This is an optimization exercise on Yosys and OpenROAD, whose aim is small area and a short achievable clock period, not a production implementation.
RTL that was checked went through simulation tests only; none was proved equivalent to the original.
For run 2, only the layout was checked, not whether the RTL still works.

## flow/design.v (module list and top-level ports; edited modules follow where they fit)
// module lowp5: 925 lines
// module bq_fa: 4 lines
// module bq_ha: 4 lines
// module bq_m_x: 3 lines
// module bq_m_a: 3 lines
// module bq_m_c: 453 lines
// module bq_m_s: 3 lines
// module bq_e_x: 3 lines
// module bq_e_a: 3 lines
// module bq_e_c: 204 lines
// module bq_e_s: 3 lines
// module bq_r_x: 3 lines
// module bq_r_a: 3 lines
// module bq_r_c: 214 lines
// module bq_r_s: 3 lines
module lowp5(signal_in, signal_out, time_constant, clock_in, reset, enable);
  // ...
==> flow/flow/run.sh <==
#!/bin/bash
set -euo pipefail
MARGIN=$(cat flow/margin.txt 2>/dev/null || echo 5)
bash standard.sh \
  "BUFFER_PORTS_ARGS=-buffer_cell sky130_fd_sc_hd__buf_2" \
  "SETUP_SLACK_MARGIN=$MARGIN" \
  finish > flow_make.log 2>&1
==> flow/flow/margin.txt <==
7
==> flow/standard.sh <==
#!/bin/bash
# synth_recipe.tcl (not shown) runs the flow's synth.tcl, then flattens the netlist and writes it again
# the make line also repeats each setting of config.mk as NAME=value (left out here)
make -C /OpenROAD-flow-scripts/flow DESIGN_CONFIG=/design/flow/config.mk WORK_HOME=/design/flow/orfs CLKGATE_MAP_FILE= SYNTH_SCRIPT=/design/flow/synth_recipe.tcl "${@:-finish}"
==> flow/config.mk <==
export PLATFORM = sky130hd
export DESIGN_NAME = lowp5
export DESIGN_NICKNAME = lowp5
export VERILOG_FILES = /design/flow/design.v
export SDC_FILE = /design/flow/constraint.sdc
export NUM_CORES = 4
export LEC_CHECK = 0
export CAP_MARGIN = 20
export CORE_MARGIN = 2
export CORE_UTILIZATION = 60
export CTS_BUF_LIST = sky130_fd_sc_hd__clkbuf_4 sky130_fd_sc_hd__clkbuf_8
export SLEW_MARGIN = 20
export SYNTH_HIERARCHICAL = 1
==> flow/constraint.sdc <==
create_clock -name core_clock -period 15.0 [get_ports {clock_in}]
set_input_delay 3.0000 -clock core_clock [delete_from_list [all_inputs] [get_ports {clock_in}]]
set_output_delay 3.0000 -clock core_clock [all_outputs]
set_load 0.01 [all_outputs]
==> results.cfg, run 1 <==
[setup_path]
worstPathArrival_ps = 8040
critical_path_class = flip-flop to flip-flop
regToRegSetupSlack_ps = 7220
critPathSlowestCell = fa_1
worstPathMaxFanout = 3
path_delay_family = adder cells
crit_path_start = y2n[18]

[synthesis]
synth_cells = 1363
netlist_area_um2 = 18200

[grt]
grt_pass1_vias = 11500
antenna_found_initial = 0
grt_max_degree = 61

[finish]
drive_gt1_frac = 0.193
final_common_cell = fa_1
area_growth_pct = 7.30
nClkBuffers = 17
fin_area_um2 = 19500

[outcome]
outcome = complete, no violations

[cts]
htreeDepth = 4
cts_resized = 13
cts_setup_buffers = 32

[drt]
drc_errors = 0
wirelength_um = 43600
maxUsedRoutingLayer = met4
wl_met3_um = 2580

[timing]
setup_violations = 0
relSlewSlack = 0.273
max_freq_mhz = 128

[placement]
placed_cells = 1723
post-dp-hpwl_um = 34400

[hold_path]
hold_path_depth = 1

[floorplanning]
die_h_um = 178
==> run 2, diff against run 1 <==
--- a/flow/design.v
+++ b/flow/design.v
@@ -69,17 +69,17 @@
 bq_fa ut28 (.a(y1[3]), .b(y1[0]), .c(y2n[8]), .s(t28s), .co(t28c));
 wire t29s, t29c;
 bq_fa ut29 (.a(y2n[5]), .b(r[6]), .c(r[4]), .s(t29s), .co(t29c));
 wire t30s, t30c;
 bq_fa ut30 (.a(r[3]), .b(t21c), .c(t22c), .s(t30s), .co(t30c));
 wire t31s, t31c;
 bq_fa ut31 (.a(t28s), .b(t29s), .c(t23c), .s(t31s), .co(t31c));
 wire t32s, t32c;
-bq_fa ut32 (.a(t30s), .b(t31s), .c(t24c), .s(t32s), .co(t32c));
+bq_fa ut32 (.a(t30s), .b(t24c), .c(t31s), .s(t32s), .co(t32c));
 wire t33s, t33c;
 bq_fa ut33 (.a(t32s), .b(x[6]), .c(x[4]), .s(t33s), .co(t33c));
 wire t34s, t34c;
 bq_fa ut34 (.a(x[3]), .b(t25c), .c(t33s), .s(t34s), .co(t34c));
 wire t35s, t35c;
 bq_ha ut35 (.a(t26c), .b(t34s), .s(t35s), .co(t35c));
 wire t36s, t36c;
 bq_fa ut36 (.a(y1[1]), .b(y2n[9]), .c(y2n[6]), .s(t36s), .co(t36c));
@@ -129,19 +129,19 @@
 bq_fa ut58 (.a(t46c), .b(t47c), .c(t55s), .s(t58s), .co(t58c));
 wire t59s, t59c;
 bq_fa ut59 (.a(t56s), .b(t48c), .c(t57s), .s(t59s), .co(t59c));
 wire t60s, t60c;
 bq_fa ut60 (.a(t58s), .b(t49c), .c(t59s), .s(t60s), .co(t60c));
 wire t61s, t61c;
 bq_fa ut61 (.a(t50c), .b(t60s), .c(e[0]), .s(t61s), .co(t61c));
 wire t62s, t62c;
-bq_fa ut62 (.a(t51c), .b(x[9]), .c(x[7]), .s(t62s), .co(t62c));
+bq_fa ut62 (.a(x[9]), .b(x[7]), .c(x[6]), .s(t62s), .co(t62c));
 wire t63s, t63c;
-bq_fa ut63 (.a(x[6]), .b(t61s), .c(t52c), .s(t63s), .co(t63c));
+bq_fa ut63 (.a(t61s), .b(t51c), .c(t52c), .s(t63s), .co(t63c));
 wire t64s, t64c;
 bq_fa ut64 (.a(t62s), .b(t53c), .c(t63s), .s(t64s), .co(t64c));
 wire t65s, t65c;
 bq_fa ut65 (.a(y1[7]), .b(y1[4]), .c(y2n[12]), .s(t65s), .co(t65c));
 wire t66s, t66c;
 bq_fa ut66 (.a(y2n[9]), .b(y2n[3]), .c(r[10]), .s(t66s), .co(t66c));
 wire t67s, t67c;
 bq_fa ut67 (.a(r[8]), .b(r[7]), .c(t55c), .s(t67s), .co(t67c));
@@ -593,29 +593,29 @@
 bq_fa ut290 (.a(y2n[0]), .b(r[27]), .c(r[25]), .s(t290s), .co(t290c));
 wire t291s, t291c;
 bq_fa ut291 (.a(r[24]), .b(y1[23]), .c(~y1[24]), .s(t291s), .co(t291c));
 wire t292s, t292c;
 bq_fa ut292 (.a(t275c), .b(t276c), .c(t289s), .s(t292s), .co(t292c));
 wire t293s, t293c;
 bq_fa ut293 (.a(t290s), .b(t291s), .c(t277c), .s(t293s), .co(t293c));
 wire t294s, t294c;
-bq_fa ut294 (.a(t278c), .b(t292s), .c(t293s), .s(t294s), .co(t294c));
+bq_fa ut294 (.a(t278c), .b(t292s), .c(t279c), .s(t294s), .co(t294c));
 wire t295s, t295c;
-bq_fa ut295 (.a(t279c), .b(t294s), .c(t280c), .s(t295s), .co(t295c));
+bq_fa ut295 (.a(t293s), .b(t280c), .c(t294s), .s(t295s), .co(t295c));
 wire t296s, t296c;
 bq_fa ut296 (.a(e[18]), .b(e[16]), .c(e[14]), .s(t296s), .co(t296c));
 wire t297s, t297c;
 bq_fa ut297 (.a(e[13]), .b(e[11]), .c(t295s), .s(t297s), .co(t297c));
 wire t298s, t298c;
 bq_fa ut298 (.a(t281c), .b(t282c), .c(x[25]), .s(t298s), .co(t298c));
 wire t299s, t299c;
-bq_fa ut299 (.a(x[24]), .b(t296s), .c(t297s), .s(t299s), .co(t299c));
+bq_fa ut299 (.a(x[24]), .b(t296s), .c(~x[27]), .s(t299s), .co(t299c));
 wire t300s, t300c;
-bq_fa ut300 (.a(~x[27]), .b(t283c), .c(t284c), .s(t300s), .co(t300c));
+bq_fa ut300 (.a(t283c), .b(t297s), .c(t284c), .s(t300s), .co(t300c));
 wire t301s, t301c;
 bq_fa ut301 (.a(t298s), .b(t299s), .c(t285c), .s(t301s), .co(t301c));
 wire t302s, t302c;
 bq_fa ut302 (.a(t286c), .b(t300s), .c(t301s), .s(t302s), .co(t302c));
 wire t303s, t303c;
 bq_ha ut303 (.a(t287c), .b(t302s), .s(t303s), .co(t303c));
 wire t304s, t304c;
 bq_fa ut304 (.a(y1[25]), .b(y1[22]), .c(y1[0]), .s(t304s), .co(t304c));
@@ -637,17 +637,17 @@
 bq_fa ut312 (.a(e[17]), .b(e[15]), .c(e[14]), .s(t312s), .co(t312c));
 wire t313s, t313c;
 bq_fa ut313 (.a(e[12]), .b(t295c), .c(t296c), .s(t313s), .co(t313c));
 wire t314s, t314c;
 bq_fa ut314 (.a(x[26]), .b(x[25]), .c(t311s), .s(t314s), .co(t314c));
 wire t315s, t315c;
 bq_fa ut315 (.a(t312s), .b(t297c), .c(t298c), .s(t315s), .co(t315c));
 wire t316s, t316c;
-bq_fa ut316 (.a(t313s), .b(t299c), .c(t314s), .s(t316s), .co(t316c));
+bq_fa ut316 (.a(t313s), .b(t314s), .c(t299c), .s(t316s), .co(t316c));
 wire t317s, t317c;
 bq_fa ut317 (.a(t300c), .b(t315s), .c(t316s), .s(t317s), .co(t317c));
 wire t318s, t318c;
 bq_fa ut318 (.a(t301c), .b(t317s), .c(t302c), .s(t318s), .co(t318c));
 wire t319s, t319c;
 bq_fa ut319 (.a(y1[23]), .b(y1[1]), .c(y2n[22]), .s(t319s), .co(t319c));
 wire t320s, t320c;
 bq_fa ut320 (.a(y2n[2]), .b(r[27]), .c(r[26]), .s(t320s), .co(t320c));
@@ -663,21 +663,21 @@
 bq_fa ut325 (.a(t323s), .b(t310c), .c(t324s), .s(t325s), .co(t325c));
 wire t326s, t326c;
 bq_fa ut326 (.a(e[20]), .b(e[18]), .c(e[16]), .s(t326s), .co(t326c));
 wire t327s, t327c;
 bq_fa ut327 (.a(e[15]), .b(e[13]), .c(t325s), .s(t327s), .co(t327c));
 wire t328s, t328c;
 bq_fa ut328 (.a(t311c), .b(t312c), .c(x[26]), .s(t328s), .co(t328c));
 wire t329s, t329c;
-bq_fa ut329 (.a(t326s), .b(t327s), .c(~x[27]), .s(t329s), .co(t329c));
+bq_fa ut329 (.a(t326s), .b(~x[27]), .c(t313c), .s(t329s), .co(t329c));
 wire t330s, t330c;
-bq_fa ut330 (.a(t313c), .b(t314c), .c(t328s), .s(t330s), .co(t330c));
+bq_fa ut330 (.a(t327s), .b(t314c), .c(t328s), .s(t330s), .co(t330c));
 wire t331s, t331c;
-bq_fa ut331 (.a(t329s), .b(t315c), .c(t316c), .s(t331s), .co(t331c));
+bq_fa ut331 (.a(t315c), .b(t329s), .c(t316c), .s(t331s), .co(t331c));
 wire t332s, t332c;
 bq_fa ut332 (.a(t330s), .b(t317c), .c(t331s), .s(t332s), .co(t332c));
 wire t333s, t333c;
 bq_fa ut333 (.a(y1[24]), .b(y1[2]), .c(y2n[23]), .s(t333s), .co(t333c));
 wire t334s, t334c;
 bq_fa ut334 (.a(y2n[3]), .b(r[28]), .c(r[27]), .s(t334s), .co(t334c));
 wire t335s, t335c;
 bq_fa ut335 (.a(y1[26]), .b(~y1[27]), .c(t319c), .s(t335s), .co(t335c));
@@ -689,19 +689,19 @@
 bq_fa ut338 (.a(t336s), .b(t323c), .c(t337s), .s(t338s), .co(t338c));
 wire t339s, t339c;
 bq_fa ut339 (.a(t324c), .b(t338s), .c(e[21]), .s(t339s), .co(t339c));
 wire t340s, t340c;
 bq_fa ut340 (.a(e[19]), .b(e[17]), .c(e[16]), .s(t340s), .co(t340c));
 wire t341s, t341c;
 bq_fa ut341 (.a(e[14]), .b(t325c), .c(t326c), .s(t341s), .co(t341c));
 wire t342s, t342c;
-bq_fa ut342 (.a(t339s), .b(t340s), .c(t327c), .s(t342s), .co(t342c));
+bq_fa ut342 (.a(t339s), .b(t340s), .c(~x[27]), .s(t342s), .co(t342c));
 wire t343s, t343c;
-bq_fa ut343 (.a(~x[27]), .b(t328c), .c(t341s), .s(t343s), .co(t343c));
+bq_fa ut343 (.a(t327c), .b(t328c), .c(t341s), .s(t343s), .co(t343c));
 wire t344s, t344c;
 bq_fa ut344 (.a(t342s), .b(t329c), .c(t330c), .s(t344s), .co(t344c));
 wire t345s, t345c;
 bq_fa ut345 (.a(t343s), .b(t331c), .c(t344s), .s(t345s), .co(t345c));
 wire t346s, t346c;
 bq_fa ut346 (.a(y1[3]), .b(y2n[24]), .c(y2n[4]), .s(t346s), .co(t346c));
 wire t347s, t347c;
 bq_fa ut347 (.a(r[28]), .b(~r[29]), .c(~y1[25]), .s(t347s), .co(t347c));
@@ -735,35 +735,35 @@
 bq_fa ut361 (.a(t349c), .b(t360s), .c(t350c), .s(t361s), .co(t361c));
 wire t362s, t362c;
 bq_fa ut362 (.a(e[23]), .b(e[21]), .c(e[19]), .s(t362s), .co(t362c));
 wire t363s, t363c;
 bq_fa ut363 (.a(e[18]), .b(e[16]), .c(t361s), .s(t363s), .co(t363c));
 wire t364s, t364c;
 bq_fa ut364 (.a(t351c), .b(t352c), .c(t362s), .s(t364s), .co(t364c));
 wire t365s, t365c;
-bq_fa ut365 (.a(t363s), .b(t353c), .c(t364s), .s(t365s), .co(t365c));
+bq_fa ut365 (.a(t353c), .b(t363s), .c(t364s), .s(t365s), .co(t365c));
 wire t366s, t366c;
 bq_fa ut366 (.a(t354c), .b(t365s), .c(t355c), .s(t366s), .co(t366c));
 wire t367s, t367c;
 bq_fa ut367 (.a(y2n[26]), .b(y2n[6]), .c(y1[26]), .s(t367s), .co(t367c));
 wire t368s, t368c;
 bq_fa ut368 (.a(~y1[27]), .b(~y1[5]), .c(t357c), .s(t368s), .co(t368c));
 wire t369s, t369c;
 bq_fa ut369 (.a(t367s), .b(t358c), .c(t368s), .s(t369s), .co(t369c));
 wire t370s, t370c;
 bq_fa ut370 (.a(t359c), .b(t369s), .c(t360c), .s(t370s), .co(t370c));
 wire t371s, t371c;
-bq_fa ut371 (.a(t370s), .b(e[24]), .c(e[22]), .s(t371s), .co(t371c));
+bq_fa ut371 (.a(e[24]), .b(e[22]), .c(e[20]), .s(t371s), .co(t371c));
 wire t372s, t372c;
-bq_fa ut372 (.a(e[20]), .b(e[19]), .c(e[17]), .s(t372s), .co(t372c));
+bq_fa ut372 (.a(e[19]), .b(e[17]), .c(t370s), .s(t372s), .co(t372c));
 wire t373s, t373c;
-bq_fa ut373 (.a(t361c), .b(t362c), .c(t363c), .s(t373s), .co(t373c));
+bq_fa ut373 (.a(t361c), .b(t362c), .c(t371s), .s(t373s), .co(t373c));
 wire t374s, t374c;
-bq_fa ut374 (.a(t371s), .b(t372s), .c(t364c), .s(t374s), .co(t374c));
+bq_fa ut374 (.a(t372s), .b(t363c), .c(t364c), .s(t374s), .co(t374c));
 wire t375s, t375c;
 bq_fa ut375 (.a(t373s), .b(t365c), .c(t374s), .s(t375s), .co(t375c));
 wire t376s, t376c;
 bq_fa ut376 (.a(y2n[7]), .b(y1[5]), .c(~y2n[27]), .s(t376s), .co(t376c));
 wire t377s, t377c;
 bq_fa ut377 (.a(~y1[6]), .b(t367c), .c(t376s), .s(t377s), .co(t377c));
 wire t378s, t378c;
 bq_fa ut378 (.a(t368c), .b(t377s), .c(t369c), .s(t378s), .co(t378c));
==> run 2 against run 1 <==
Net effect: die area unchanged; first-iteration DRC count increased by 23%; critical path depth is 3 lower; clock-buffer cell count up 4; flip-flop and latch count unchanged; hold slack improved by 4.3 ps; worst setup slack better by 10 ps; design area is 0.94% higher; critical endpoint is now y1[27]; largest cell class unchanged.
==> results.cfg, run 2 <==
[outcome]
outcome = complete, no violations

[drt]
viasPerCell = 5.83
vias = 10800
drtIter0Drc = 728
wl_per_cell_um = 23.9
drt_first_pass_iters = 5
drc_errors = 0
wirelength_um = 44300
drtAntennaViolNets = 0

[finish]
top_register = r
layout_common_cells = 423 x fa_1, 165 x xor2_1, 114 x edfxtp_1
final_common_cell = fa_1
diodes = 0
area_growth_pct = 8.31
fill_cells = 2299
drive_gt1_frac = 0.207
nNetsFinal = 1927
largest_reg_flops = 30

[grt]
grt_pass1_vias = 11900
grt_max_degree = 60
grt_overflow = 0
antenna_found_initial = 1
grt_util_all_layers = 0.302
grt_pass1_wl_um = 68400

[setup_path]
r2r-end = y1[27]
regToRegSetupSlack_ps = 7230
cp-end-kind = flip-flop
worstPathMaxFanout = 6
critical_path_class = flip-flop to flip-flop
required_ps = 15210
startpoint_type = flip-flop
r2r-start = y2n[20]
worstSetupEndpoint = y1[27]
reg2reg_depth = 19
worstPathArrival_ps = 7980
crit_path_start = y2n[20]

[flow_run]
drv_cap = 0

[synthesis]
postSynthAreaPerCell_um2 = 13.3
synth_nets = 1836
synth_warnings = 7
synth_cells = 1363
netlist_area_um2 = 18200

[timing]
setup_violations = 0
final.setup.tns_ps = 0
post-route-period-util = 0.518
period_minus_slack_ps = 7770
rsz0062_at_grt = true
fin_ws_ps = 7230
skew_ps = 18.2
max_freq_mhz = 129
finalHoldViolations = 0
slew_viol_final = 0
worstMarginPinSlew_ps = 1030
relSlewSlack = 0.308

[cts]
cts_tree = done
path_clk_slew_ps = 70
ctsHoldBuffers = 0
htreeDepth = 4
cts_buffers = 17
clockRootBuffer = clkbuf_8
cts.path.max_buffers = 2
clkSinkCount = 114
insertion_delay_ps = 470

[floorplanning]
die_area_um2 = 31700
die-width_um = 178
rows = 63
core-area_um2 = 29700
initial_core_util = 0.612
die_h_um = 178
io_pins = 64

[hold_path]
worst_hold_path_type = flip-flop to flip-flop
hold_path_depth = 1

[placement]
pre_cts_ws_ps = 6660
place.gp.congestion = 0.876
post-dp-hpwl_um = 35300
io_buffers = 58
[run 2: timing repair]
item,4_1_cts,5_1_grt
endpoints found under the hold margin,0,0
pin swaps,0,6
gates cloned,0,0
buffers inserted,22,78
resized for setup,12,14
setup endpoints to repair,14,18
[run 2: how the worst min path moves through the flow]
stage | slack [ps] | startpoint | to
floorplan | 520 | x1[0] | r[0]
global placement | 530 | x1[0] | r[0]
detailed placement | 540 | x1[0] | r[0]
CTS | 560 | x1[0] | r[0]
global route | 570 | x1[0] | r[0]
finish | 560 | x1[0] | r[0]
[run 2: area by class of cell]
class                   count  area [um2]  area share
clock buffers              21         264      0.0134
clock inverters            11         161     0.00820
inverters                  38         143     0.00724
multi-input cells        1119       14100       0.717
flip-flops and latches    114        3420       0.174
well taps                 390         488      0.0248
repair buffers            164        1090      0.0551
[run 2: critical path, cell delays in order, from the launching register on]
cell and delay, ps:
edfxtp_1 500, fa_1 510, fa_1 470, fa_1 530, fa_1 450, fa_1 450
fa_1 460, fa_1 490, fa_1 460, fa_1 580, xor2_1 270, nand3_2 260
nor4_4 430, a21boi_2 250, o21ai_2 120, a2bb2oi_4 240, o21ba_2 320, o31ai_1 340
xor2_1 110, mux2_2 270
[run 2: routing by layer]
layer / wire length [um] / vias up / global-route usage
met2: 22400 / 286 / 0.509
met5: 0 / - / 0
met1: 18300 / 5806 / 0.405
met3: 2550 / 53 / 0.0571
met4: 1050 / 0 / 0.0861
li1: - / 4690 / -
[run 2: metrics by stage]
stage	utilization	hold WS (ps)	cells	instance area [um2]
2_1_floorplan	-	525	1363	18200
3_3_place_gp	0.616	528	1724	18300
3_5_place_dp	0.616	541	1725	18300
4_1_cts	0.639	558	1779	19000
5_1_grt	0.663	566	1857	19700
6_report	0.663	556	1857	19700

[afterwards: timing with drivers on the ports]
The flow's constraints put no driver on any port. The routed layouts listed below were extracted and timed again, unchanged, in two steps.
Step 1 (the two cells are an assumption about what drives the block):
set clk [get_ports {clock_in}]
set_driving_cell -lib_cell sky130_fd_sc_hd__clkbuf_16 $clk
set_driving_cell -lib_cell sky130_fd_sc_hd__buf_2 [delete_from_list [all_inputs] $clk]
Step 2 adds t to the input delays and takes it off the output delays; t is the mean of the earliest and latest rising clock arrival at the registers after step 1. Input paths then give back, and output paths get back, about the clock's delay inside the block.
Slacks: ideal ports / drivers / drivers and shift; pairs: ideal ports / drivers.
run	t, ns	slack for setup (ns)	hold slack, ns	cell pins on the clock port's net
run 1	0.555	7.215 / 7.215 / 6.972	0.551 / 0.551 / 0.551	1
run 2	0.510	7.226 / 7.226 / 6.872	0.556 / 0.556 / 0.556	1
After both steps setup and hold are still met in every run listed. The setup slack of run 2, which loses most, moves by 0.000 ns with the drivers and by -0.354 ns with both steps.
